From an optimization exercise on the open Yosys and OpenROAD flow, aimed at small area; shortcuts taken in it are not production practice.
Only simulation tests tie the RTL to the original design; equivalence was not proved.
Power is estimated from default activity; no workload was simulated. No driver is modelled on the clock port, so clocking that relies on it looks cheaper here than on a real chip.

`flow/config.mk`:
```
export PLATFORM = sky130hd
export DESIGN_NAME = saa1099s
export DESIGN_NICKNAME = saa1099s
export VERILOG_FILES = /design/flow/design.v
export SDC_FILE = /design/flow/constraint.sdc
export NUM_CORES = 4
export LEC_CHECK = 0
export ABC_AREA = 1
export CAP_MARGIN = 20
export CORE_MARGIN = 2
export CORE_UTILIZATION = 60
export CTS_BUF_LIST = sky130_fd_sc_hd__clkbuf_16
export CTS_CLUSTER_DIAMETER = 100
export CTS_CLUSTER_SIZE = 30
export GPL_TIMING_DRIVEN = 0
export SLEW_MARGIN = 20
```
`flow/constraint.sdc`:
```
create_clock -name core_clock -period 20.0 [get_ports {clk_sys}]
set_input_delay 4.0000 -clock core_clock [delete_from_list [all_inputs] [get_ports {clk_sys}]]
set_output_delay 4.0000 -clock core_clock [all_outputs]
set_load 0.01 [all_outputs]
```
`flow/design.v`:
```
`timescale 1ns / 1ps
`default_nettype none
module saa1099s
(
   input wire   clk_sys,
   input wire   ce,       
   input wire   rst_n,
   input wire   cs_n,
   input wire   a0,       
   input wire   wr_n,
   input wire   [7:0] din,
   output wire  [7:0] out_l,
   output wire  [7:0] out_r
);
reg [7:0] amplit0, amplit1, amplit2, amplit3, amplit4, amplit5;
reg [7:0] freq0, freq1, freq2, freq3, freq4, freq5;
reg [2:0] oct0, oct1, oct2, oct3, oct4, oct5;
reg [5:0] freqenable;
reg [5:0] noiseenable;
reg [1:0] noisegen0, noisegen1;
reg [7:0] envelope0, envelope1;    
reg [1:0] ctrl;
reg [4:0] addr;
reg       wr;
reg       old_wr;
wire      we  = !cs_n & old_wr & !wr_n;
wire      wd  = rst_n & we & !a0;
wire [7:0] dw = din & {8{rst_n}};
wire      rst = ~rst_n | ctrl[1];
always @(posedge clk_sys) begin
	old_wr <= wr_n;
	wr     <= rst_n & we;
	if(~rst_n)        addr <= 0;
	else if(we & a0)  addr <= din[4:0];
	if(~rst_n | (wd & (addr == 5'h00))) amplit0 <= dw;
	if(~rst_n | (wd & (addr == 5'h01))) amplit1 <= dw;
	if(~rst_n | (wd & (addr == 5'h02))) amplit2 <= dw;
	if(~rst_n | (wd & (addr == 5'h03))) amplit3 <= dw;
	if(~rst_n | (wd & (addr == 5'h04))) amplit4 <= dw;
	if(~rst_n | (wd & (addr == 5'h05))) amplit5 <= dw;
	if(~rst_n | (wd & (addr == 5'h08))) freq0 <= dw;
	if(~rst_n | (wd & (addr == 5'h09))) freq1 <= dw;
	if(~rst_n | (wd & (addr == 5'h0A))) freq2 <= dw;
	if(~rst_n | (wd & (addr == 5'h0B))) freq3 <= dw;
	if(~rst_n | (wd & (addr == 5'h0C))) freq4 <= dw;
	if(~rst_n | (wd & (addr == 5'h0D))) freq5 <= dw;
	if(~rst_n | (wd & (addr == 5'h10))) {oct1, oct0} <= {dw[6:4], dw[2:0]};
	if(~rst_n | (wd & (addr == 5'h11))) {oct3, oct2} <= {dw[6:4], dw[2:0]};
	if(~rst_n | (wd & (addr == 5'h12))) {oct5, oct4} <= {dw[6:4], dw[2:0]};
	if(~rst_n | (wd & (addr == 5'h14))) freqenable  <= dw[5:0];
	if(~rst_n | (wd & (addr == 5'h15))) noiseenable <= dw[5:0];
	if(~rst_n | (wd & (addr == 5'h16))) {noisegen1, noisegen0} <= {dw[5:4], dw[1:0]};
	if(~rst_n | (wd & (addr == 5'h18))) envelope0 <= dw;
	if(~rst_n | (wd & (addr == 5'h19))) envelope1 <= dw;
	if(~rst_n | (wd & (addr == 5'h1C))) ctrl <= dw[1:0];
end
wire [2:0] tone0, tone1;
wire       noise0, noise1;
wire [3:0] envl0, envr0, envl1, envr1;
saa1099_triplet top
(
	.rst        (rst),
	.clk_sys    (clk_sys),
	.ce         (ce),
	.env        (envelope0),
	.freq0      (freq0),
	.freq1      (freq1),
	.freq2      (freq2),
	.oct0       (oct0),
	.oct1       (oct1),
	.oct2       (oct2),
	.noise_freq (noisegen0),
	.wr_addr    (wr &  a0 & (din[4:0] == 5'h18)),
	.wr_data    (wr & !a0 & (addr == 5'h18)),
	.tone       (tone0),
	.noise      (noise0),
	.env_l      (envl0),
	.env_r      (envr0)
);
saa1099_triplet bottom
(
	.rst        (rst),
	.clk_sys    (clk_sys),
	.ce         (ce),
	.env        (envelope1),
	.freq0      (freq3),
	.freq1      (freq4),
	.freq2      (freq5),
	.oct0       (oct3),
	.oct1       (oct4),
	.oct2       (oct5),
	.noise_freq (noisegen1),
	.wr_addr    (wr &  a0 & (din[4:0] == 5'h19)),
	.wr_data    (wr & !a0 & (addr == 5'h19)),
	.tone       (tone1),
	.noise      (noise1),
	.env_l      (envl1),
	.env_r      (envr1)
);
wire [5:0] tone  = {tone1, tone0};
wire [5:0] noise = {{3{noise1}}, {3{noise0}}};
wire [5:0] fe    = freqenable;
wire [5:0] ne    = noiseenable;
wire [5:0] on_a  = (fe & ~ne & tone) | (ne & ~fe & noise) | (fe & ne & tone & ~noise);
wire [5:0] half_a = fe & ne & tone & noise;
wire       een0  = envelope0[7];
wire       een1  = envelope1[7];
wire [5:0] on    = on_a   & ~{een1, 2'b00, een0, 2'b00};
wire [5:0] half  = half_a & ~{een1, 2'b00, een0, 2'b00};
wire       sh2_0 = een0 & ~on_a[2] & ~half_a[2];
wire       sh1_0 = een0 & half_a[2];
wire       sh2_1 = een1 & ~on_a[5] & ~half_a[5];
wire       sh1_1 = een1 & half_a[5];
wire [4:0] epl2  = ({5{sh2_0}} & {envl0, 1'b0}) | ({5{sh1_0}} & {1'b0, envl0});
wire [4:0] epr2  = ({5{sh2_0}} & {envr0, 1'b0}) | ({5{sh1_0}} & {1'b0, envr0});
wire [4:0] epl5  = ({5{sh2_1}} & {envl1, 1'b0}) | ({5{sh1_1}} & {1'b0, envl1});
wire [4:0] epr5  = ({5{sh2_1}} & {envr1, 1'b0}) | ({5{sh1_1}} & {1'b0, envr1});
wire [7:0] ol, orr;
saa1099_mix mix_l(.v0(amplit0[3:0]), .v1(amplit1[3:0]), .v2(amplit2[3:0]), .v3(amplit3[3:0]), .v4(amplit4[3:0]), .v5(amplit5[3:0]),
                  .on(on), .half(half), .ep2(epl2), .ep5(epl5), .o(ol));
saa1099_mix mix_r(.v0(amplit0[7:4]), .v1(amplit1[7:4]), .v2(amplit2[7:4]), .v3(amplit3[7:4]), .v4(amplit4[7:4]), .v5(amplit5[7:4]),
                  .on(on), .half(half), .ep2(epr2), .ep5(epr5), .o(orr));
reg       ced;
reg [7:0] out_l_r, out_r_r;
always @(posedge clk_sys) begin
	ced <= ce;
	if(ced) begin
		out_l_r <= ol  & {8{ctrl[0]}};
		out_r_r <= orr & {8{ctrl[0]}};
	end
end
assign out_l = out_l_r;
assign out_r = out_r_r;
endmodule
module saa1099_triplet
(
	input  wire       rst,
	input  wire       clk_sys,
	input  wire       ce,
	input  wire [7:0] env,
	input  wire [7:0] freq0, freq1, freq2,
	input  wire [2:0] oct0, oct1, oct2,
	input  wire [1:0] noise_freq,
	input  wire       wr_addr,
	input  wire       wr_data,
	output wire [2:0] tone,
	output wire       noise,
	output wire [3:0] env_l,
	output wire [3:0] env_r
);
wire pulse_noise, pulse_envelope;
saa1099_tone  freq_gen0(.rst(rst), .clk_sys(clk_sys), .ce(ce), .oct(oct0), .freq(freq0), .out(tone[0]), .pulse(pulse_noise));
saa1099_tone  freq_gen1(.rst(rst), .clk_sys(clk_sys), .ce(ce), .oct(oct1), .freq(freq1), .out(tone[1]), .pulse(pulse_envelope));
saa1099_tone  freq_gen2(.rst(rst), .clk_sys(clk_sys), .ce(ce), .oct(oct2), .freq(freq2), .out(tone[2]), .pulse());
saa1099_noise noise_gen(.rst(rst), .clk_sys(clk_sys), .ce(ce), .pulse_noise(pulse_noise), .noise_freq(noise_freq), .out(noise));
saa1099_env   env_gen  (.rst(rst), .clk_sys(clk_sys), .envreg(env), .wr_addr(wr_addr), .wr_data(wr_data),
                        .pulse_envelope(pulse_envelope), .env_l(env_l), .env_r(env_r));
endmodule
module saa1099_tone
(
	input  wire       rst,
	input  wire       clk_sys,
	input  wire       ce,
	input  wire [2:0] oct,
	input  wire [7:0] freq,
	output reg        out,
	output reg        pulse
);
reg [8:0] nh;
reg [7:0] nl;
reg [2:0] octl;
reg [17:0] c;
reg [16:0] s;
integer i;
always @* begin
	c[0] = ce;
	for(i = 0; i < 17; i = i + 1) begin
		s[i]   = (i < 8 ? nl[i] : nh[i-8]) ^ c[i];
		c[i+1] = c[i] & (i < 8 ? nl[i] : nh[i-8]);
	end
end
wire       fire  = c[8] & ~nh[0] & &nh[8:1];      
wire       load  = rst | fire;
wire [2:0] octn  = load ? oct : octl;
wire [7:0] nmask = ~(8'hFF >> octn);
always @(posedge clk_sys) begin
	octl  <= octn;
	nl    <= (s[7:0] & {8{~rst}}) | nmask;
	nh    <= (s[16:8] | {9{rst}}) & ({9{~load}} | {1'b0, freq});
	pulse <= ~rst & fire;
	out   <= ~rst & (out ^ fire);
end
endmodule
module saa1099_noise
(
	input  wire       rst,
	input  wire       clk_sys,
	input  wire       ce,
	input  wire       pulse_noise,
	input  wire [1:0] noise_freq,
	output wire       out
);
reg  [16:0] lfsr;
wire [16:0] new_lfsr = {(lfsr[0] ^ lfsr[2] ^ !lfsr), lfsr[16:1]};
reg  [10:0] ncount;
wire        ext   = (noise_freq == 2'd3);
reg  [11:0] c;
reg  [10:0] s;
integer i;
always @* begin
	c[0] = ce & ~ext;
	for(i = 0; i < 11; i = i + 1) begin
		s[i]   = ncount[i] ^ c[i];
		c[i+1] = c[i] & ncount[i];
	end
end
wire [2:0]  nm    = ~{ext, noise_freq[1], noise_freq != 2'd0};
wire        ld    = rst | c[11];
wire        step  = ext ? pulse_noise : c[11];
always @(posedge clk_sys) begin
	ncount[7:0]  <= s[7:0] & {8{~rst}};
	ncount[10:8] <= ld ? nm : s[10:8];
	if(rst)       lfsr <= 0;
	else if(step) lfsr <= new_lfsr;
end
assign out = lfsr[0];
endmodule
module saa1099_env
(
	input  wire       rst,
	input  wire       clk_sys,
	input  wire [7:0] envreg,
	input  wire       wr_addr,
	input  wire       wr_data,
	input  wire       pulse_envelope,
	output wire [3:0] env_l,
	output wire [3:0] env_r
);
reg [2:0] shape;
reg       stereo;
wire      resolution = envreg[4];
wire      enable     = envreg[7];
reg [3:0] counter;
reg       phase;
wire[3:0] mask = {3'b000, resolution};
reg       clock;
reg       new_data;
wire      phase_ok = ~(shape[2] & ~shape[1]) | phase;    
always @(posedge clk_sys) begin
	if(rst | ~enable) begin
		new_data <= 0;
		stereo   <= envreg[0];
		shape    <= envreg[3:1];
		clock    <= envreg[5];
		phase    <= 0;
		counter  <= 0;
	end
	else begin
		if(wr_data) new_data <= 1;
		if(clock ? wr_addr : pulse_envelope) begin
			counter <= counter + resolution + 1'd1;
			if((counter | mask) == 15) begin
				if(phase_ok) begin
					if(~shape[0]) counter <= 15;
					if(new_data | shape[0]) begin
						new_data <= 0;
						stereo   <= envreg[0];
						shape    <= envreg[3:1];
						clock    <= envreg[5];
						phase    <= 0;
						if(new_data) counter <= 0;
					end
				end else begin
					phase <= 1;
				end
			end
		end
	end
end
reg [1:0] sel;
always @* begin
	case(shape)
		3'd0:       sel = 2'd0;
		3'd1:       sel = 2'd1;
		3'd2, 3'd3: sel = phase ? 2'd0 : 2'd2;
		3'd4, 3'd5: sel = phase ? 2'd2 : 2'd3;
		default:    sel = phase ? 2'd0 : 2'd3;
	endcase
end
wire [3:0] lev = (sel == 2'd0) ? 4'd0 :
                 (sel == 2'd1) ? 4'd15 :
                 (sel == 2'd2) ? ~counter : counter;
assign env_l = lev & ~mask;
assign env_r = env_l ^ ({4{stereo}} & ~mask);
endmodule
module saa1099_mix
(
	input  wire [3:0] v0, v1, v2, v3, v4, v5,
	input  wire [5:0] on,
	input  wire [5:0] half,
	input  wire [4:0] ep2, ep5,
	output wire [7:0] o
);
wire s1 = (v2[1] & ep2[0]) ^ (v5[1] & ep5[0]);
wire s2 = (v2[1] & ep2[0]) & (v5[1] & ep5[0]);
wire s3 = (v2[1] & ep2[1]) ^ (v2[2] & ep2[0]) ^ (v5[1] & ep5[1]);
wire s4 = ((v2[1] & ep2[1]) & (v2[2] & ep2[0])) | ((v2[1] & ep2[1]) & (v5[1] & ep5[1])) | ((v2[2] & ep2[0]) & (v5[1] & ep5[1]));
wire s5 = (v5[2] & ep5[0]) ^ s2 ^ s3;
wire s6 = ((v5[2] & ep5[0]) & s2) | ((v5[2] & ep5[0]) & s3) | (s2 & s3);
wire s7 = (v2[1] & ep2[2]) ^ (v2[2] & ep2[1]) ^ (v2[3] & ep2[0]);
wire s8 = ((v2[1] & ep2[2]) & (v2[2] & ep2[1])) | ((v2[1] & ep2[2]) & (v2[3] & ep2[0])) | ((v2[2] & ep2[1]) & (v2[3] & ep2[0]));
wire s9 = (v5[1] & ep5[2]) ^ (v5[2] & ep5[1]) ^ (v5[3] & ep5[0]);
wire s10 = ((v5[1] & ep5[2]) & (v5[2] & ep5[1])) | ((v5[1] & ep5[2]) & (v5[3] & ep5[0])) | ((v5[2] & ep5[1]) & (v5[3] & ep5[0]));
wire s11 = s4 ^ s7 ^ s9;
wire s12 = (s4 & s7) | (s4 & s9) | (s7 & s9);
wire s13 = s6 ^ s11;
wire s14 = s6 & s11;
wire s15 = (half[0] & v0[0]) ^ (half[1] & v1[0]) ^ (half[3] & v3[0]);
wire s16 = ((half[0] & v0[0]) & (half[1] & v1[0])) | ((half[0] & v0[0]) & (half[3] & v3[0])) | ((half[1] & v1[0]) & (half[3] & v3[0]));
wire s17 = (half[4] & v4[0]) ^ ((v2[1] & ep2[3]) | (half[2] & v2[0])) ^ (v2[2] & ep2[2]);
wire s18 = ((half[4] & v4[0]) & ((v2[1] & ep2[3]) | (half[2] & v2[0]))) | ((half[4] & v4[0]) & (v2[2] & ep2[2])) | (((v2[1] & ep2[3]) | (half[2] & v2[0])) & (v2[2] & ep2[2]));
wire s19 = (v2[3] & ep2[1]) ^ ((v5[1] & ep5[3]) | (half[5] & v5[0])) ^ (v5[2] & ep5[2]);
wire s20 = ((v2[3] & ep2[1]) & ((v5[1] & ep5[3]) | (half[5] & v5[0]))) | ((v2[3] & ep2[1]) & (v5[2] & ep5[2])) | (((v5[1] & ep5[3]) | (half[5] & v5[0])) & (v5[2] & ep5[2]));
wire s21 = (v5[3] & ep5[1]) ^ s15 ^ s8;
wire s22 = ((v5[3] & ep5[1]) & s15) | ((v5[3] & ep5[1]) & s8) | (s15 & s8);
wire s23 = s10 ^ s17 ^ s19;
wire s24 = (s10 & s17) | (s10 & s19) | (s17 & s19);
wire s25 = s12 ^ s21 ^ s23;
wire s26 = (s12 & s21) | (s12 & s23) | (s21 & s23);
wire s27 = s14 ^ s25;
wire s28 = s14 & s25;
wire s29 = ((on[0] & v0[0]) | (half[0] & v0[1])) ^ ((on[1] & v1[0]) | (half[1] & v1[1])) ^ ((on[3] & v3[0]) | (half[3] & v3[1]));
wire s30 = (((on[0] & v0[0]) | (half[0] & v0[1])) & ((on[1] & v1[0]) | (half[1] & v1[1]))) | (((on[0] & v0[0]) | (half[0] & v0[1])) & ((on[3] & v3[0]) | (half[3] & v3[1]))) | (((on[1] & v1[0]) | (half[1] & v1[1])) & ((on[3] & v3[0]) | (half[3] & v3[1])));
wire s31 = ((on[4] & v4[0]) | (half[4] & v4[1])) ^ ((v2[1] & ep2[4]) | ((on[2] & v2[0]) | (half[2] & v2[1]))) ^ (v2[2] & ep2[3]);
wire s32 = (((on[4] & v4[0]) | (half[4] & v4[1])) & ((v2[1] & ep2[4]) | ((on[2] & v2[0]) | (half[2] & v2[1])))) | (((on[4] & v4[0]) | (half[4] & v4[1])) & (v2[2] & ep2[3])) | (((v2[1] & ep2[4]) | ((on[2] & v2[0]) | (half[2] & v2[1]))) & (v2[2] & ep2[3]));
wire s33 = (v2[3] & ep2[2]) ^ ((v5[1] & ep5[4]) | ((on[5] & v5[0]) | (half[5] & v5[1]))) ^ (v5[2] & ep5[3]);
wire s34 = ((v2[3] & ep2[2]) & ((v5[1] & ep5[4]) | ((on[5] & v5[0]) | (half[5] & v5[1])))) | ((v2[3] & ep2[2]) & (v5[2] & ep5[3])) | (((v5[1] & ep5[4]) | ((on[5] & v5[0]) | (half[5] & v5[1]))) & (v5[2] & ep5[3]));
wire s35 = (v5[3] & ep5[2]) ^ s16 ^ s29;
wire s36 = ((v5[3] & ep5[2]) & s16) | ((v5[3] & ep5[2]) & s29) | (s16 & s29);
wire s37 = s18 ^ s20 ^ s31;
wire s38 = (s18 & s20) | (s18 & s31) | (s20 & s31);
wire s39 = s33 ^ s22 ^ s35;
wire s40 = (s33 & s22) | (s33 & s35) | (s22 & s35);
wire s41 = s24 ^ s37 ^ s39;
wire s42 = (s24 & s37) | (s24 & s39) | (s37 & s39);
wire s43 = s26 ^ s28 ^ s41;
wire s44 = (s26 & s28) | (s26 & s41) | (s28 & s41);
wire s45 = ((on[0] & v0[1]) | (half[0] & v0[2])) ^ ((on[1] & v1[1]) | (half[1] & v1[2])) ^ ((on[3] & v3[1]) | (half[3] & v3[2]));
wire s46 = (((on[0] & v0[1]) | (half[0] & v0[2])) & ((on[1] & v1[1]) | (half[1] & v1[2]))) | (((on[0] & v0[1]) | (half[0] & v0[2])) & ((on[3] & v3[1]) | (half[3] & v3[2]))) | (((on[1] & v1[1]) | (half[1] & v1[2])) & ((on[3] & v3[1]) | (half[3] & v3[2])));
wire s47 = ((on[4] & v4[1]) | (half[4] & v4[2])) ^ ((v2[2] & ep2[4]) | ((on[2] & v2[1]) | (half[2] & v2[2]))) ^ (v2[3] & ep2[3]);
wire s48 = (((on[4] & v4[1]) | (half[4] & v4[2])) & ((v2[2] & ep2[4]) | ((on[2] & v2[1]) | (half[2] & v2[2])))) | (((on[4] & v4[1]) | (half[4] & v4[2])) & (v2[3] & ep2[3])) | (((v2[2] & ep2[4]) | ((on[2] & v2[1]) | (half[2] & v2[2]))) & (v2[3] & ep2[3]));
wire s49 = ((v5[2] & ep5[4]) | ((on[5] & v5[1]) | (half[5] & v5[2]))) ^ (v5[3] & ep5[3]) ^ s30;
wire s50 = (((v5[2] & ep5[4]) | ((on[5] & v5[1]) | (half[5] & v5[2]))) & (v5[3] & ep5[3])) | (((v5[2] & ep5[4]) | ((on[5] & v5[1]) | (half[5] & v5[2]))) & s30) | ((v5[3] & ep5[3]) & s30);
wire s51 = s45 ^ s32 ^ s34;
wire s52 = (s45 & s32) | (s45 & s34) | (s32 & s34);
wire s53 = s47 ^ s36 ^ s49;
wire s54 = (s47 & s36) | (s47 & s49) | (s36 & s49);
wire s55 = s38 ^ s51 ^ s40;
wire s56 = (s38 & s51) | (s38 & s40) | (s51 & s40);
wire s57 = s53 ^ s42 ^ s55;
wire s58 = (s53 & s42) | (s53 & s55) | (s42 & s55);
wire s59 = s44 ^ s57;
wire s60 = s44 & s57;
wire s61 = ((on[0] & v0[2]) | (half[0] & v0[3])) ^ ((on[1] & v1[2]) | (half[1] & v1[3])) ^ ((on[3] & v3[2]) | (half[3] & v3[3]));
wire s62 = (((on[0] & v0[2]) | (half[0] & v0[3])) & ((on[1] & v1[2]) | (half[1] & v1[3]))) | (((on[0] & v0[2]) | (half[0] & v0[3])) & ((on[3] & v3[2]) | (half[3] & v3[3]))) | (((on[1] & v1[2]) | (half[1] & v1[3])) & ((on[3] & v3[2]) | (half[3] & v3[3])));
wire s63 = ((on[4] & v4[2]) | (half[4] & v4[3])) ^ ((v2[3] & ep2[4]) | ((on[2] & v2[2]) | (half[2] & v2[3]))) ^ ((v5[3] & ep5[4]) | ((on[5] & v5[2]) | (half[5] & v5[3])));
wire s64 = (((on[4] & v4[2]) | (half[4] & v4[3])) & ((v2[3] & ep2[4]) | ((on[2] & v2[2]) | (half[2] & v2[3])))) | (((on[4] & v4[2]) | (half[4] & v4[3])) & ((v5[3] & ep5[4]) | ((on[5] & v5[2]) | (half[5] & v5[3])))) | (((v2[3] & ep2[4]) | ((on[2] & v2[2]) | (half[2] & v2[3]))) & ((v5[3] & ep5[4]) | ((on[5] & v5[2]) | (half[5] & v5[3]))));
wire s65 = s46 ^ s61 ^ s48;
wire s66 = (s46 & s61) | (s46 & s48) | (s61 & s48);
wire s67 = s50 ^ s63 ^ s52;
wire s68 = (s50 & s63) | (s50 & s52) | (s63 & s52);
wire s69 = s65 ^ s54 ^ s67;
wire s70 = (s65 & s54) | (s65 & s67) | (s54 & s67);
wire s71 = s56 ^ s69 ^ s58;
wire s72 = (s56 & s69) | (s56 & s58) | (s69 & s58);
wire s73 = s60 ^ s71;
wire s74 = s60 & s71;
wire s75 = (on[0] & v0[3]) ^ (on[1] & v1[3]) ^ (on[3] & v3[3]);
wire s76 = ((on[0] & v0[3]) & (on[1] & v1[3])) | ((on[0] & v0[3]) & (on[3] & v3[3])) | ((on[1] & v1[3]) & (on[3] & v3[3]));
wire s77 = (on[4] & v4[3]) ^ (on[2] & v2[3]) ^ (on[5] & v5[3]);
wire s78 = ((on[4] & v4[3]) & (on[2] & v2[3])) | ((on[4] & v4[3]) & (on[5] & v5[3])) | ((on[2] & v2[3]) & (on[5] & v5[3]));
wire s79 = s62 ^ s75 ^ s64;
wire s80 = (s62 & s75) | (s62 & s64) | (s75 & s64);
wire s81 = s77 ^ s66 ^ s79;
wire s82 = (s77 & s66) | (s77 & s79) | (s66 & s79);
wire s83 = s68 ^ s81 ^ s70;
wire s84 = (s68 & s81) | (s68 & s70) | (s81 & s70);
wire s85 = s83 ^ s72 ^ s74;
wire s86 = (s83 & s72) | (s83 & s74) | (s72 & s74);
wire s87 = s76 ^ s78 ^ s80;
wire s88 = (s76 & s78) | (s76 & s80) | (s78 & s80);
wire s89 = s82 ^ s87 ^ s84;
wire s90 = (s82 & s87) | (s82 & s84) | (s87 & s84);
wire s91 = s89 ^ s86;
wire s92 = s89 & s86;
wire s93 = s88 ^ s90 ^ s92;
wire s94 = (s88 & s90) | (s88 & s92) | (s90 & s92);
wire p95 = 1'b1 ^ ~s1;
wire p96 = 1'b1 & ~s1;
wire p97 = p96 ^ ~s5;
wire p98 = p96 & ~s5;
wire p99 = 1'b1 ^ ~s1 ^ ~s13;
wire p100 = (1'b1 & ~s1) | (1'b1 & ~s13) | (~s1 & ~s13);
wire p101 = p98 ^ p99;
wire p102 = p98 & p99;
wire p103 = ~s5 ^ p100 ^ ~s27;
wire p104 = (~s5 & p100) | (~s5 & ~s27) | (p100 & ~s27);
wire p105 = p102 ^ p103;
wire p106 = p102 & p103;
wire p107 = ~s13 ^ p104 ^ ~s43;
wire p108 = (~s13 & p104) | (~s13 & ~s43) | (p104 & ~s43);
wire p109 = p106 ^ p107;
wire p110 = p106 & p107;
wire p111 = s1 ^ ~s27 ^ ~s59;
wire p112 = (s1 & ~s27) | (s1 & ~s59) | (~s27 & ~s59);
wire p113 = p108 ^ p111 ^ p110;
wire p114 = (p108 & p111) | (p108 & p110) | (p111 & p110);
wire p115 = s1 ^ s5 ^ ~s43;
wire p116 = (s1 & s5) | (s1 & ~s43) | (s5 & ~s43);
wire p117 = ~s73 ^ p112 ^ p115;
wire p118 = (~s73 & p112) | (~s73 & p115) | (p112 & p115);
wire p119 = p117 ^ p114;
wire p120 = p117 & p114;
wire p121 = s5 ^ s13 ^ ~s59;
wire p122 = (s5 & s13) | (s5 & ~s59) | (s13 & ~s59);
wire p123 = p116 ^ p121 ^ p118;
wire p124 = (p116 & p121) | (p116 & p118) | (p121 & p118);
wire p125 = ~s85 ^ p120 ^ p123;
wire p126 = (~s85 & p120) | (~s85 & p123) | (p120 & p123);
wire p127 = s13 ^ s27 ^ ~s73;
wire p128 = (s13 & s27) | (s13 & ~s73) | (s27 & ~s73);
wire p129 = p122 ^ p127 ^ ~s91;
wire p130 = (p122 & p127) | (p122 & ~s91) | (p127 & ~s91);
wire p131 = p124 ^ p129 ^ p126;
wire p132 = (p124 & p129) | (p124 & p126) | (p129 & p126);
wire p133 = s27 ^ s43 ^ p128;
wire p134 = (s27 & s43) | (s27 & p128) | (s43 & p128);
wire p135 = ~s85 ^ p133 ^ p130;
wire p136 = (~s85 & p133) | (~s85 & p130) | (p133 & p130);
wire p137 = ~s93 ^ p135 ^ p132;
wire p138 = (~s93 & p135) | (~s93 & p132) | (p135 & p132);
wire p139 = s43 ^ s59 ^ ~s91;
wire p140 = (s43 & s59) | (s43 & ~s91) | (s59 & ~s91);
wire p141 = p134 ^ ~s94 ^ p139;
wire p142 = (p134 & ~s94) | (p134 & p139) | (~s94 & p139);
wire p143 = p136 ^ p141 ^ p138;
wire p144 = (p136 & p141) | (p136 & p138) | (p141 & p138);
wire p145 = 1'b1 ^ s59 ^ s73;
wire p146 = (1'b1 & s59) | (1'b1 & s73) | (s59 & s73);
wire p147 = p145 ^ p140 ^ ~s93;
wire p148 = (p145 & p140) | (p145 & ~s93) | (p140 & ~s93);
wire p149 = p142 ^ p147 ^ p144;
wire p150 = (p142 & p147) | (p142 & p144) | (p147 & p144);
wire p151 = 1'b1 ^ s73 ^ p146;
wire p152 = (1'b1 & s73) | (1'b1 & p146) | (s73 & p146);
wire p153 = s85 ^ p151 ^ ~s94;
wire p154 = (s85 & p151) | (s85 & ~s94) | (p151 & ~s94);
wire p155 = p148 ^ p153 ^ p150;
wire p156 = (p148 & p153) | (p148 & p150) | (p153 & p150);
wire p157 = s85 ^ s91 ^ p152;
wire p158 = (s85 & s91) | (s85 & p152) | (s91 & p152);
wire p159 = p157 ^ p154 ^ p156;
wire p160 = (p157 & p154) | (p157 & p156) | (p154 & p156);
wire p161 = 1'b1 ^ s91 ^ s93;
wire p162 = (1'b1 & s91) | (1'b1 & s93) | (s91 & s93);
wire p163 = p158 ^ p161 ^ p160;
wire p164 = (p158 & p161) | (p158 & p160) | (p161 & p160);
wire p165 = 1'b1 ^ s94 ^ s93;
wire p166 = (1'b1 & s94) | (1'b1 & s93) | (s94 & s93);
wire p167 = p162 ^ p165 ^ p164;
wire p168 = (p162 & p165) | (p162 & p164) | (p165 & p164);
wire p169 = 1'b1 ^ s94 ^ p166;
wire p170 = (1'b1 & s94) | (1'b1 & p166) | (s94 & p166);
wire p171 = p169 ^ p168;
wire p172 = p169 & p168;
wire p173 = p170 ^ p172;
wire p174 = p170 & p172;
assign o = {p171, p167, p163, p159, p155, p149, p143, p137};
endmodule
```
`flow/flow/run.sh`:
```
#!/bin/bash
# Layout flow: the standard flow, with two changes to synthesis:
#  1. the final ABC mapping uses an area-oriented script (flow/area.abc);
#  2. after synthesis, flow/polarity.py removes inverters around full
#     adders (a full adder is self-dual) from the netlist.
# Registers are those of the standard synthesis (same RTL, same passes up
# to and including flip-flop mapping). Each step logs to its own file here.
set -euo pipefail
F=$(pwd)
R=$F/orfs/results/$FLOW_PLATFORM/saa1099s/base

# synthesis script: the standard flow's, with abc's -script argument pointed at area.abc
{
  echo "proc abc {args} { set i [lsearch \$args -script]; if {\$i >= 0} { lset args [expr {\$i + 1}] $F/flow/area.abc }; yosys abc {*}\$args }"
  cat $F/synth_recipe.tcl
} > $F/own_synth.tcl
# and the port buffers are the smallest buffer cell; clock tree synthesis
# without dummy loads and with a smaller root buffer
CTS="-sink_clustering_enable -repair_clock_nets -dont_use_dummy_load -sink_clustering_size 30 -sink_clustering_max_diameter 100 -buf_list sky130_fd_sc_hd__clkbuf_16 -root_buf sky130_fd_sc_hd__clkbuf_8"
sed -e "s#SYNTH_SCRIPT=[^ ]*#SYNTH_SCRIPT=$F/own_synth.tcl#" \
    -e "s#\"\${@:-finish}\"#BUFFER_PORTS_ARGS='-buffer_cell sky130_fd_sc_hd__buf_1' CTS_ARGS='$CTS' \"\${@:-finish}\"#" \
    $F/standard.sh > $F/own_standard.sh

bash $F/own_standard.sh synth > $F/log_synth.txt 2>&1
cp $R/1_2_yosys.v $F/synth_before_polarity.v
python3 $F/flow/polarity.py $F/synth_before_polarity.v $R/1_2_yosys.v > $F/log_polarity.txt 2>&1
rm -f $R/1_synth.odb $R/1_synth.sdc
bash $F/own_standard.sh > $F/log_layout.txt 2>&1
test -f $FLOW_OUT/final.def
```
`flow/flow/area.abc`:
```
&get -n
&st
&dch
&nf -a
&put
topo
dnsize -c
```
`flow/flow/polarity.py`:
```
#!/usr/bin/env python3
"""Remove inverters around full adders in a Yosys-written flat netlist.

A full adder is self-dual: FA(~a, ~b, ~c) = ~FA(a, b, c) on both outputs.
Synthesis (extract_fa after a generic ABC pass) leaves many full adders whose
inputs come through inverters. This pass flips such adders when that lowers
the inverter count, then removes double inversions and merges inverters that
share an input. Flip-flops are not touched.

usage: polarity.py in.v out.v
"""
import re, sys, collections

INV = "sky130_fd_sc_hd__inv_1"

def parse(path):
    txt = open(path).read()
    m = re.search(r'module\s+(\S+)\s*\((.*?)\);', txt, re.S)
    head_end = m.end()
    body = txt[head_end:txt.rindex('endmodule')]
    decls = []
    cells = []
    pos = 0
    cell_re = re.compile(r'\s*(sky130_fd_sc_hd__\w+)\s+(\S+(?:\s)?)\s*\((.*?)\);', re.S)
    stmt_re = re.compile(r'\s*(input|output|inout|wire)\b(.*?);', re.S)
    while True:
        mm = stmt_re.match(body, pos)
        if mm:
            decls.append((mm.group(1), mm.group(2).strip()))
            pos = mm.end(); continue
        mm = cell_re.match(body, pos)
        if mm:
            pins = collections.OrderedDict()
            for p, n in re.findall(r'\.(\w+)\(\s*((?:\\\S+\s)|[^)\s]*)\s*\)', mm.group(3)):
                pins[p] = n.strip()
            cells.append([mm.group(1), mm.group(2).strip(), pins])
            pos = mm.end(); continue
        if body[pos:].strip() == '':
            break
        raise SystemExit("parse error near: " + body[pos:pos+200])
    return txt[:head_end], decls, cells

OUTPINS = {'X', 'Y', 'Q', 'Q_N', 'SUM', 'COUT', 'HI', 'LO'}

class Net:
    pass

def main(src, dst):
    head, decls, cells = parse(src)
    ports_out = set()
    for kind, rest in decls:
        if kind == 'output':
            m = re.match(r'(\[\d+:\d+\])?\s*(.*)', rest)
            rng, name = m.group(1), m.group(2).strip()
            if rng:
                hi, lo = map(int, rng[1:-1].split(':'))
                for i in range(min(hi, lo), max(hi, lo) + 1):
                    ports_out.add('%s[%d]' % (name, i))
            else:
                ports_out.add(name)
    cells = {c[1]: c for c in cells}
    order = list(cells)
    newwires = []
    cnt = [0]
    def fresh():
        cnt[0] += 1
        n = '_pol%d_' % cnt[0]
        newwires.append(n)
        return n
    def inst():
        cnt[0] += 1
        return '_polc%d_' % cnt[0]

    def maps():
        drv = {}; loads = collections.defaultdict(list)
        for name in order:
            if name not in cells: continue
            typ, _, pins = cells[name]
            for p, n in pins.items():
                if p in OUTPINS: drv[n] = (name, p)
                else: loads[n].append((name, p))
        return drv, loads

    def is_inv(name):
        return name in cells and re.match(r'sky130_fd_sc_hd__(clk)?inv_\d+$', cells[name][0])

    def is_fa(name):
        return name in cells and re.match(r'sky130_fd_sc_hd__fa_\d+$', cells[name][0])

    def inv_of(net, drv, loads):
        """an existing inverter whose input is net, or None"""
        for (c, p) in loads.get(net, []):
            if is_inv(c) and p == 'A':
                return c
        return None

    def flip_cost(f, drv, loads):
        typ, _, pins = cells[f]
        delta = 0
        for p in ('A', 'B', 'CIN'):
            n = pins[p]
            d = drv.get(n)
            if d and is_inv(d[0]):
                # input comes through an inverter; it is freed if f is its only load
                ls = loads[n]
                if len(ls) == 1 and pins[p] == n and n not in ports_out:
                    delta -= 1
            else:
                if inv_of(n, drv, loads) is None:
                    delta += 1
        for p in ('SUM', 'COUT'):
            n = pins[p]
            ls = loads.get(n, [])
            nonInv = [l for l in ls if not (is_inv(l[0]) and l[1] == 'A')]
            invs = [l for l in ls if is_inv(l[0]) and l[1] == 'A']
            delta -= len(invs)
            if nonInv or n in ports_out:
                delta += 1
        return delta

    def do_flip(f, drv, loads):
        typ, _, pins = cells[f]
        for p in ('A', 'B', 'CIN'):
            n = pins[p]
            d = drv.get(n)
            if d and is_inv(d[0]):
                pins[p] = cells[d[0]][2]['A']
            else:
                e = inv_of(n, drv, loads)
                if e is None:
                    nn = fresh()
                    c = inst()
                    cells[c] = [INV, c, collections.OrderedDict([('A', n), ('Y', nn)])]
                    order.append(c)
                    pins[p] = nn
                else:
                    pins[p] = cells[e][2]['Y']
        for p in ('SUM', 'COUT'):
            n = pins[p]
            ls = loads.get(n, [])
            nn = fresh()
            pins[p] = nn
            keep = False
            for (c, q) in ls:
                if c == f: continue
                if is_inv(c) and q == 'A':
                    # this inverter's output equals nn now: move its loads to nn
                    y = cells[c][2]['Y']
                    if y in ports_out:
                        # keep a buffer-free path: re-drive the port from an inverter of nn... keep the inverter
                        cells[c][2]['A'] = nn  # now gives ~nn = original n ... wrong polarity
                        # undo: port needs ~n = nn; so connect through two inverters is wasteful;
                        # simply leave inverter chain: nn -> inv -> n -> inv -> y
                        cells[c][2]['A'] = n
                        keep = True
                        continue
                    for name in order:
                        if name not in cells: continue
                        for pp, nx in cells[name][2].items():
                            if nx == y and pp not in OUTPINS:
                                cells[name][2][pp] = nn
                    del cells[c]
                else:
                    keep = True
            if keep or n in ports_out:
                c = inst()
                cells[c] = [INV, c, collections.OrderedDict([('A', nn), ('Y', n)])]
                order.append(c)

    def cleanup():
        changed = True
        while changed:
            changed = False
            drv, loads = maps()
            # remove inverters without loads
            for name in list(order):
                if is_inv(name):
                    y = cells[name][2]['Y']
                    if not loads.get(y) and y not in ports_out:
                        del cells[name]; changed = True
            if changed: continue
            # double inversion: inv2(inv1(x)) -> x
            for name in list(order):
                if not is_inv(name): continue
                a = cells[name][2]['A']; y = cells[name][2]['Y']
                d = drv.get(a)
                if d and is_inv(d[0]) and y not in ports_out:
                    x = cells[d[0]][2]['A']
                    for (c, p) in loads.get(y, []):
                        cells[c][2][p] = x
                    del cells[name]
                    changed = True
                    break
            if changed: continue
            # merge inverters with the same input
            seen = {}
            for name in list(order):
                if not is_inv(name): continue
                a = cells[name][2]['A']; y = cells[name][2]['Y']
                if a in seen and y not in ports_out:
                    y0 = cells[seen[a]][2]['Y']
                    for (c, p) in loads.get(y, []):
                        cells[c][2][p] = y0
                    del cells[name]
                    changed = True
                    break
                seen.setdefault(a, name)

    def count_inv():
        return sum(1 for n in order if is_inv(n))

    before = count_inv()
    cleanup()
    improved = True
    passes = 0
    while improved and passes < 50:
        improved = False
        passes += 1
        drv, loads = maps()
        for f in [n for n in order if is_fa(n)]:
            if f not in cells: continue
            drv, loads = maps()
            c = flip_cost(f, drv, loads)
            if c < 0:
                n0 = count_inv()
                do_flip(f, drv, loads)
                cleanup()
                n1 = count_inv()
                if n1 < n0:
                    improved = True
    after = count_inv()
    sys.stderr.write("inverters: %d -> %d\n" % (before, after))

    out = [head]
    for kind, rest in decls:
        out.append('  %s %s ;' % (kind, rest))
    for n in newwires:
        out.append('  wire %s ;' % n)
    for name in order:
        if name not in cells: continue
        typ, nm, pins = cells[name]
        out.append('  %s %s (' % (typ, nm))
        out.append(',\n'.join('    .%s(%s)' % (p, (n + ' ') if n.startswith('\\') else n) for p, n in pins.items()))
        out.append('  );')
    out.append('endmodule')
    open(dst, 'w').write('\n'.join(out) + '\n')

if __name__ == '__main__':
    main(sys.argv[1], sys.argv[2])
```
`flow/standard.sh`:
```
#!/bin/bash
# synth_recipe.tcl (not shown) runs the flow's synth.tcl, then flattens the netlist and writes it again
# the make line also repeats each setting of config.mk as NAME=value (left out here)
make -C /OpenROAD-flow-scripts/flow DESIGN_CONFIG=/design/flow/config.mk WORK_HOME=/design/flow/orfs CLKGATE_MAP_FILE= SYNTH_SCRIPT=/design/flow/synth_recipe.tcl "${@:-finish}"
```
==> out/metrics.cfg, run 1 <==
[clock_tree]
cts_buffer_depth = 3
cts_tree = yes
hold_buffers = 0
worstSkewPairLatency_ns = 0.61
cts_resized = 0
post_cts_buffers = 0
numClockSinks = 378
clk_pin_slew_ns = 0.11
cts_buffers = 17
clockRootBuffer = clkbuf_8
htree_levels = 1

[flow_run]
cap_viol_max_count = 0

[sta]
fin_ws_ns = 9.94
rsz0062_at_grt = no
period_needed_ns = 10.06
fin_skew_ns = 0.105
hold_slack_ns = 0.430
setup_viol = 0
final-hold-violation-count = 0
tns_ns = 0
worstMarginPinSlew_ns = 1.12
finalMaxSlewViolations = 0
post-route-period-util_pct = 50.3
fmax_mhz = 99.4
slew_headroom_pct = 24.2

[pwr]
ir_drop_mv = 0.0777
p_leak_nw = 7.82
p_per_area_nw_per_um2 = 101

[detailed_routing]
viasPerCell = 5.65
drt_iter0_markers = 642
firstDrtPassIters = 5
dr_total_vias = 10900
ant_nets = 0
drc = 0
wl_per_cell_um = 17.6
drt-total-wl_um = 33900

[worst_setup_path]
crit_chain = nand2_1 -> o21ai_0 -> a22o_1 -> fa_1 -> fa_1 -> fa_1 -> fa_1 -> fa_1 -> ha_1 -> clkinv_1 -> fa_1 -> fa_1 -> fa_1 -> maj3_1 -> maj3_1 -> fa_1 -> fa_1 -> fa_1 -> fa_1 -> fa_1 -> clkinv_1 -> fa_1 -> fa_1 -> nor2b_1
end_kind = flip-flop
slowest_stage = o21ai_0
path_common_cell = fa_1
worstPathArrival_ns = 10.43
crit_type = flip-flop to flip-flop
path_max_fanout = 8
max_stage_delay_ns = 0.80
required_ns = 20.37
start_kind = flip-flop

[layout]
fin_area_um2 = 19700
multiInputGateArea_um2 = 8830
diodes = 0
nNetsFinal = 1823
final_cells = 1921
seq_area_um2 = 9290
synthToLayoutAreaGrowth_pct = 6.85
final_cell_mix = 206 x dfxtp_1, 172 x edfxtp_1, 154 x ha_1, 128 x fa_1, 127 x nor2_1
layout-drive-gt1-share_pct = 3.08
layout_commonest_cell = dfxtp_1
n_fill_cell = 2423

[floorplanning]
floorplan.initialDensity_pct = 60.5
dieArea_um2 = 32100
fp.coreArea_um2 = 30400
die_x_um = 179
ios = 30
die_h_um = 179
std_cell_rows = 64

[logic_synthesis]
synthCells = 1468
syn-num-nets = 1764
syn_area_per_cell_um2 = 12.5
ys_warn_count = 4
syn_area_um2 = 18400

[placed_design]
placed_cells = 1904
dp_hpwl_um = 25000
postPlaceCellArea_um2 = 19300
post-place-ws_ns = 10.02
gp_congestion = 0.875
io_buffers = 29

[grt]
antenna_found_initial = 0
grt_pass1_vias = 10800
grtUsageTotal_pct = 22.2
grt_overflow = 0
grt_pass1_wl_um = 55700
grt_max_degree = 60

[hold_path]
hold_path.class = flip-flop to flip-flop

[run_status]
status = no timing/DRC/antenna violations

-- power breakdown --
group / leakage (nW) / switching [W] / internal [W]
Clock: 0.194 / 0.000221 / 0.000139
Sequential: 3.40 / 0.0000302 / 0.000910
Combinational: 4.23 / 0.000368 / 0.000325
-- registers in the layout, summed over array words and instances, names as in the netlist, 9 cells and up --
signal and cells:
top.freq_gen2.nh 9, top.noise_gen.lfsr 17, bottom.noise_gen.lfsr 17, top.freq_gen1.nh 9, bottom.freq_gen0.nh 9, bottom.freq_gen1.nh 9, top.noise_gen.ncount 11, top.freq_gen0.nh 9
bottom.noise_gen.ncount 11, bottom.freq_gen2.nh 9
-- per-stage QoR --
step / util (%) / total power [W]
after floorplan: - / 0.00149
after global placement: 62.5 / 0.00163
after detailed placement: 63.3 / 0.00167
after CTS: 64.6 / 0.00203
after global routing: 64.6 / 0.00218
final: 64.6 / 0.00199
-- final timing paths --
| check | start | to | slack (ns) | depth (start not counted) |
|---|---|---|---|---|
| min | envelope1[1] | bottom.env_gen.shape[0] | 0.43 | 0 |
| max reg2reg | top.noise_gen.lfsr[0] | out_l_r[6] | 9.94 | 24 |
| min reg2reg | envelope1[1] | bottom.env_gen.shape[0] | 0.43 | 0 |
| max | top.noise_gen.lfsr[0] | out_l_r[6] | 9.94 | 24 |
-- critical path: cells and delay by family (launching register included) --
family / cells / cell delay, ns
buffers and inverters: 2 / 0.26
AND/OR/NAND/NOR: 2 / 0.27
flip-flops: 1 / 0.58
adder cells (fa/ha/maj): 18 / 7.63
AO/OA/AOI/OAI: 2 / 1.07
-- final cells by class --
class / instances / share of cell area (%)
Multi-Input combinational cell: 988 / 44.9
Sequential cell: 378 / 47.2
Inverter: 102 / 1.95
Clock buffer: 17 / 1.99
Timing Repair Buffer: 40 / 1.41
Tap cell: 396 / 2.52
-- layer usage --
metal  part of all wire [%]  GRT usage (%)
met5                      0              0
met4                    1.8           4.50
met3                    3.8           2.33
met2                     47           37.0
met1                     48           31.9
==> inputs of run 2 (changes only) <==
==> flow/config.mk (replaced) <==
export PLATFORM = sky130hd
export DESIGN_NAME = saa1099s
export DESIGN_NICKNAME = saa1099s
export VERILOG_FILES = /design/flow/design.v
export SDC_FILE = /design/flow/constraint.sdc
export NUM_CORES = 4
export LEC_CHECK = 0
export ABC_AREA = 1
export CAP_MARGIN = 5
export CORE_MARGIN = 2
export CORE_UTILIZATION = 60
export GPL_TIMING_DRIVEN = 0
export SLEW_MARGIN = 5
==> out/metrics.cfg, run 2 <==
[run_status]
status = no timing/DRC/antenna violations

[placed_design]
gp_congestion = 0.875
io_buffers = 29
dp_hpwl_um = 25200
post-place-ws_ns = 9.99

[logic_synthesis]
ys_warn_count = 4
syn_area_per_cell_um2 = 12.5
synthCells = 1468
syn_area_um2 = 18400
syn-num-nets = 1764

[grt]
grt_pass1_vias = 10800
antenna_found_initial = 0
grtUsageTotal_pct = 22.2
grt_pass1_wl_um = 55600
grt_overflow = 0
grt_max_degree = 42

[clock_tree]
cts_tree = yes
worstSkewPairLatency_ns = 0.60
cts_resized = 0
clockRootBuffer = clkbuf_8
post_cts_buffers = 0
clk_pin_slew_ns = 0.11
cts_buffers = 17
htree_levels = 1
hold_buffers = 0
numClockSinks = 378
cts_buffer_depth = 3

[detailed_routing]
drc = 0
drt_iter0_markers = 654
drt-total-wl_um = 33700
wl_per_cell_um = 17.5
firstDrtPassIters = 5
viasPerCell = 5.65
ant_nets = 0
dr_total_vias = 10900

[sta]
slew_headroom_pct = 9.01
worstMarginPinSlew_ns = 1.35
fin_ws_ns = 9.97
period_needed_ns = 10.03
post-route-period-util_pct = 50.1
setup_viol = 0
fmax_mhz = 99.7
rsz0062_at_grt = no
fin_skew_ns = 0.0976
final-hold-violation-count = 0
finalMaxSlewViolations = 0
tns_ns = 0

[floorplanning]
die_x_um = 179
die_h_um = 179
ios = 30
fp.coreArea_um2 = 30400
floorplan.initialDensity_pct = 60.5
std_cell_rows = 64
dieArea_um2 = 32100

[flow_run]
cap_viol_max_count = 0

[worst_setup_path]
crit_type = flip-flop to flip-flop
start_kind = flip-flop
worstPathArrival_ns = 10.43
path_max_fanout = 8
end_kind = flip-flop
required_ns = 20.41

[pwr]
p_per_area_nw_per_um2 = 101
finalPower_w = 0.00199
p_leak_nw = 7.83
ir_drop_mv = 0.0870

[layout]
n_fill_cell = 2396
nNetsFinal = 1825
largest_registers = bottom.noise_gen.lfsr x17, top.noise_gen.lfsr x17
layout-drive-gt1-share_pct = 2.55
diodes = 0
final_cell_mix = 206 x dfxtp_1, 172 x edfxtp_1, 154 x ha_1, 128 x fa_1, 127 x nor2_1
synthToLayoutAreaGrowth_pct = 6.81
fin_util_pct = 64.6
layout_commonest_cell = dfxtp_1

[hold_path]
hold_path.class = flip-flop to flip-flop

run 2: power by group:
part / switching [W] / internal (W)
logic: 0.000369 / 0.000326
clock network: 0.000220 / 0.000139
registers: 0.0000301 / 0.000910
run 2: final timing paths:
kind                            cells after the start             startpoint  slack (ns)                 endpoint
worst max-delay path                               24  top.noise_gen.lfsr[0]        9.97               out_l_r[6]
worst min register to register                      0           envelope1[1]        0.43  bottom.env_gen.shape[0]
worst max register to register                     24  top.noise_gen.lfsr[0]        9.97               out_l_r[6]
worst min-delay path                                0           envelope1[1]        0.43  bottom.env_gen.shape[0]
run 2: per-layer routing:
metal | vias up | share of wire, % | global-route usage, %
met5 | - | 0 | 0
met4 | 0 | 1.5 | 4.44
met3 | 28 | 3.6 | 2.46
met2 | 185 | 47 | 36.9
met1 | 5317 | 48 | 31.8
li1 | 5343 | - | -
run 2: area by class of cell:
class | instances | area [um2] | share of cell area (%)
flip-flops and latches | 378 | 9290 | 47.3
repair buffers | 42 | 313 | 1.59
well taps | 396 | 495 | 2.52
inverters | 102 | 383 | 1.95
multi-input cells | 988 | 8780 | 44.7
clock buffers | 17 | 392 | 1.99
run 2: stage by stage:
step	hold WS [ns]	std cells	area (um2)
after detailed placement	0.405	1905	19300
after global placement	0.401	1893	19000
after CTS	0.421	1922	19600
after floorplan	0.400	1468	18400
after global routing	0.435	1923	19700
final	0.425	1923	19700
run 2: critical path: stages (launching register included):
cell	delay, ns
dfxtp_1	0.57
nand2_1	0.16
o21ai_0	0.81
a22o_1	0.27
fa_1	0.47
fa_1	0.53
fa_1	0.44
fa_1	0.41
fa_1	0.48
ha_1	0.37
clkinv_1	0.17
fa_1	0.48
fa_1	0.43
fa_1	0.45
maj3_1	0.37
maj3_1	0.38
fa_1	0.45
fa_1	0.46
fa_1	0.46
fa_1	0.46
fa_1	0.44
clkinv_1	0.08
fa_1	0.19
fa_1	0.39
nor2b_1	0.12
==> inputs of run 3 (changes only) <==
--- a/flow/config.mk
+++ b/flow/config.mk
@@ -8,6 +8,6 @@
 export ABC_AREA = 1
-export CAP_MARGIN = 5
+export CAP_MARGIN = 20
 export CORE_MARGIN = 2
-export CORE_UTILIZATION = 60
+export CORE_UTILIZATION = 78
 export GPL_TIMING_DRIVEN = 0
-export SLEW_MARGIN = 5
+export SLEW_MARGIN = 20
==> out/metrics.cfg, run 3 <==
[clock_tree]
numClockSinks = 378
worstSkewPairLatency_ns = 0.60
post_cts_buffers = 0
clockRootBuffer = clkbuf_8
cts_tree = yes
hold_buffers = 0
cts_buffer_depth = 3
cts_buffers = 17
clk_pin_slew_ns = 0.11
htree_levels = 1
cts_resized = 0

[layout]
fin_area_um2 = 19500
layout-drive-gt1-share_pct = 2.76
final_cells = 1841
synthToLayoutAreaGrowth_pct = 5.92
layout_commonest_cell = dfxtp_1
largest_registers = bottom.noise_gen.lfsr x17, top.noise_gen.lfsr x17
diodes = 0
final_cell_mix = 206 x dfxtp_1, 172 x edfxtp_1, 154 x ha_1, 128 x fa_1, 127 x nor2_1
nNetsFinal = 1820

[worst_setup_path]
r2r_start = top.noise_gen.lfsr[0]
end_kind = flip-flop
required_ns = 20.35
worstPathArrival_ns = 10.47
crit_type = flip-flop to flip-flop
path_max_fanout = 8
reg2regPathDepth = 24
start_kind = flip-flop
crit_start = top.noise_gen.lfsr[0]

[sta]
rsz0062_at_grt = no
final-hold-violation-count = 0
slew_headroom_pct = 22.1
post-route-period-util_pct = 50.6
fmax_mhz = 98.9
tns_ns = 0
setup_viol = 0
period_needed_ns = 10.12
worstMarginPinSlew_ns = 1.15
hold_slack_ns = 0.429
finalMaxSlewViolations = 0
fin_skew_ns = 0.112

[logic_synthesis]
syn-num-nets = 1764
synthCells = 1468
syn_area_um2 = 18400
syn_area_per_cell_um2 = 12.5
ys_warn_count = 4

[grt]
grt_overflow = 0
grt_max_degree = 60
grt_pass1_wl_um = 56700
grt_pass1_vias = 11400
antenna_found_initial = 0
grtUsageTotal_pct = 29.4

[pwr]
p_per_area_nw_per_um2 = 103
finalPower_w = 0.00200
p_leak_nw = 7.79
ir_drop_mv = 0.0984

[detailed_routing]
dr_total_vias = 11300
wl_per_cell_um = 19.1
ant_nets = 0
drt-total-wl_um = 35200
drc = 0
viasPerCell = 6.13
firstDrtPassIters = 5
drt_iter0_markers = 1133

[placed_design]
placed_cells = 1824
postPlaceCellArea_um2 = 19100
dp_hpwl_um = 25700
io_buffers = 29
gp_congestion = 0.919

[floorplanning]
fp.coreArea_um2 = 23300
std_cell_rows = 56
die_h_um = 158
ios = 30
dieArea_um2 = 24800
floorplan.initialDensity_pct = 78.9
die_x_um = 158

[hold_path]
whs_path_depth = 0
min-delay-start = envelope0[1]
hold_path.class = flip-flop to flip-flop

[flow_run]
cap_viol_max_count = 0

[run_status]
status = no timing/DRC/antenna violations

## run 3: layout make-up
cell class                      count  area, um2
Tap cell                          319        399
Fill cell                        1265       3840
Timing Repair Buffer               37        208
Inverter                          102        383
Multi-Input combinational cell    988       8820
Sequential cell                   378       9290
Clock buffer                       17        392
## run 3: worst max-delay path, cell delays in order, from the launching register on
cell and delay (ns):
dfxtp_1 0.61, nand2_1 0.18, o21ai_0 0.75, a22o_1 0.26
fa_1 0.47, fa_1 0.55, fa_1 0.44, fa_1 0.41
fa_1 0.48, ha_1 0.39, clkinv_1 0.19, fa_1 0.49
fa_1 0.43, fa_1 0.43, maj3_1 0.36, maj3_1 0.38
fa_1 0.47, fa_1 0.46, fa_1 0.46, fa_1 0.46
fa_1 0.43, clkinv_1 0.07, fa_1 0.21, fa_1 0.40
nor2b_1 0.11
## run 3: worst paths after layout
path | slack [ns] | to
max | 9.88 | out_l_r[6]
min | 0.43 | top.env_gen.shape[0]
max reg2reg | 9.88 | out_l_r[6]
min reg2reg | 0.43 | top.env_gen.shape[0]
## run 3: power breakdown
part	internal (W)	switching [W]
Combinational	0.000327	0.000379
Sequential	0.000910	0.0000320
Clock	0.000139	0.000217
Total	0.00138	0.000628
## run 3: routing by layer
layer  global-route usage (%)  vias up  wire (um)
li1                         -     5349          -
met1                     40.0     5474      14600
met2                     51.4      386      17600
met3                     3.01       68       2230
met4                     7.75        0        864
met5                        0        -          0
## run 3: through the flow
step,setup slack (ns),utilization [%]
after floorplan,10.87,-
after global placement,7.77,81.0
after detailed placement,9.99,81.8
after CTS,9.88,83.5
after global routing,9.48,83.5
final,9.88,83.5
==> inputs of run 4 (changes only) <==
--- a/flow/flow/run.sh
+++ b/flow/flow/run.sh
@@ -18,3 +18,3 @@
 # without dummy loads and with a smaller root buffer
-CTS="-sink_clustering_enable -repair_clock_nets -dont_use_dummy_load -sink_clustering_size 30 -sink_clustering_max_diameter 100 -buf_list sky130_fd_sc_hd__clkbuf_16 -root_buf sky130_fd_sc_hd__clkbuf_8"
+CTS="-sink_clustering_enable -repair_clock_nets -dont_use_dummy_load -sink_clustering_size 36 -sink_clustering_max_diameter 80 -buf_list sky130_fd_sc_hd__clkbuf_16 -root_buf sky130_fd_sc_hd__clkbuf_8"
 sed -e "s#SYNTH_SCRIPT=[^ ]*#SYNTH_SCRIPT=$F/own_synth.tcl#" \
==> out/metrics.cfg, run 4 <==
[run_status]
status = no timing/DRC/antenna violations

[floorplanning]
die_h_um = 158
ios = 30
floorplan.initialDensity_pct = 78.9
die_x_um = 158
dieArea_um2 = 24800
std_cell_rows = 56
fp.coreArea_um2 = 23300

[worst_setup_path]
worstPathArrival_ns = 10.48
crit_type = flip-flop to flip-flop
start_kind = flip-flop
path_delay_family = adder cells
path_buf_inv = 2
crit_chain = nand2_1 -> o21ai_0 -> a22o_1 -> fa_1 -> fa_1 -> fa_1 -> fa_1 -> fa_1 -> ha_1 -> clkinv_1 -> fa_1 -> fa_1 -> fa_1 -> maj3_1 -> maj3_1 -> fa_1 -> fa_1 -> fa_1 -> fa_1 -> fa_1 -> clkinv_1 -> fa_1 -> fa_1 -> nor2b_1
required_ns = 20.36
path_max_fanout = 8
max_stage_delay_ns = 0.78
slowest_stage = o21ai_0
end_kind = flip-flop
path_common_cell = fa_1

[logic_synthesis]
syn-num-nets = 1764
ys_warn_count = 4
syn_area_um2 = 18400
syn_area_per_cell_um2 = 12.5
synthCells = 1468

[layout]
diodes = 0
fin_util_pct = 83.3
layout-drive-gt1-share_pct = 2.63
largest_registers = bottom.noise_gen.lfsr x17, top.noise_gen.lfsr x17
layout_commonest_cell = dfxtp_1
synthToLayoutAreaGrowth_pct = 5.65
fin_area_um2 = 19400
final_cell_mix = 206 x dfxtp_1, 172 x edfxtp_1, 154 x ha_1, 128 x fa_1, 127 x nor2_1
nNetsFinal = 1819

[detailed_routing]
drt-total-wl_um = 34700
wl_per_cell_um = 18.9
firstDrtPassIters = 5
drc = 0
drt_iter0_markers = 1043
viasPerCell = 6.10
ant_nets = 0
dr_total_vias = 11200

[flow_run]
cap_viol_max_count = 0

[sta]
tns_ns = 0
rsz0062_at_grt = no
setup_viol = 0
fin_ws_ns = 9.88
fin_skew_ns = 0.101
fmax_mhz = 98.8
finalMaxSlewViolations = 0
post-route-period-util_pct = 50.6
worstMarginPinSlew_ns = 1.22
period_needed_ns = 10.12
final-hold-violation-count = 0
slew_headroom_pct = 17.6

[pwr]
p_int_w = 0.00136
comb_power_share_pct = 35.9
p_per_area_nw_per_um2 = 102
p_leak_nw = 7.77
clkPwrFrac_pct = 16.8
switchingPower_w = 0.000627
sequentialPowerShare_pct = 47.3
netSwitchingFraction_pct = 31.5
ir_drop_mv = 0.102

[grt]
grt_overflow = 0
grt_pass1_wl_um = 56400
antenna_found_initial = 0
grt_pass1_vias = 11300
grtUsageTotal_pct = 29.3
grt_max_degree = 60

[clock_tree]
cts_buffers = 15
clk_pin_slew_ns = 0.12
cts_tree = yes
worstSkewPairLatency_ns = 0.59
clockRootBuffer = clkbuf_8
cts_buffer_depth = 3
hold_buffers = 0
htree_levels = 1
post_cts_buffers = 0
numClockSinks = 378
cts_resized = 0

[placed_design]
dp_hpwl_um = 25700
post-place-ws_ns = 9.99
io_buffers = 29
postPlaceCellArea_um2 = 19100
gp_congestion = 0.919

[hold_path]
hold_path.class = flip-flop to flip-flop

## run 4: cell count changes in the layout (fill, tap and decap cells not counted), sizes merged
cell    before  now
buf         37   38
clkbuf      17   15
## run 4: cell type report
class                   instances  area [um2]
fillers                      1287        3890
flip-flops and latches        378        9290
well taps                     319         399
clock buffers                  15         342
inverters                     102         383
multi-input cells             988        8820
repair buffers                 38         213
## run 4: worst paths after layout
path / startpoint / end / slack, ns / cells after the start
worst max-delay path: top.noise_gen.lfsr[0] / out_l_r[6] / 9.88 / 24
worst min-delay path: envelope0[1] / top.env_gen.shape[0] / 0.40 / 0
worst max register to register: top.noise_gen.lfsr[0] / out_l_r[6] / 9.88 / 24
worst min register to register: envelope0[1] / top.env_gen.shape[0] / 0.40 / 0
## run 4: power groups by stage
stage          registers (W)  clock network, W  logic, W
6_report            0.000942          0.000334  0.000715
5_1_grt             0.000950          0.000358  0.000843
4_1_cts             0.000942          0.000338  0.000725
3_5_place_dp        0.000959                 0  0.000715
3_3_place_gp        0.000954                 0  0.000658
2_1_floorplan       0.000959                 0  0.000535
## run 4: metal layers
metal | vias up | track usage [%] | share of wire, %
met5 | - | 0 | 0
met3 | 76 | 2.96 | 6.5
li1 | 5335 | - | -
met1 | 5417 | 39.6 | 41
met2 | 403 | 51.3 | 50
met4 | 0 | 7.79 | 2.9
## run 4: metrics by stage
stage          std cells  hold slack [ns]  power [W]
2_1_floorplan       1468            0.400    0.00149
3_3_place_gp        1816            0.401    0.00161
3_5_place_dp        1824            0.405    0.00167
4_1_cts             1839            0.403    0.00200
5_1_grt             1840            0.400    0.00215
6_report            1840            0.399    0.00199

-- separate check: timing with driven ports --
Ports are ideal in the flow. The routed layouts listed here were re-timed in OpenROAD. Step 1 (the two cells are an assumption about what drives the block):
set clk [get_ports {clk_sys}]
set_driving_cell -lib_cell sky130_fd_sc_hd__clkbuf_16 $clk
set_driving_cell -lib_cell sky130_fd_sc_hd__buf_2 [delete_from_list [all_inputs] $clk]
Step 2 adds t to the input delays and takes it off the output delays; t is the mean of the earliest and latest rising clock arrival at the registers after step 1. Input paths then give back, and output paths get back, about the clock's delay inside the block. Slacks: ideal / step 1 / step 2; pairs: ideal / step 1.
run	shift t [ns]	slack for setup (ns)	worst setup path after step 2	worst data-port slew with drivers (ns)	pins driven straight from the clock port
run 1	0.606	9.936 / 9.936 / 9.936	register to register	0.03	1
run 2	0.601	9.972 / 9.972 / 9.972	register to register	0.03	1
run 3	0.592	9.885 / 9.885 / 9.885	register to register	0.03	1
run 4	0.589	9.881 / 9.881 / 9.881	register to register	0.03	1
After both steps every run listed still meets setup and hold.
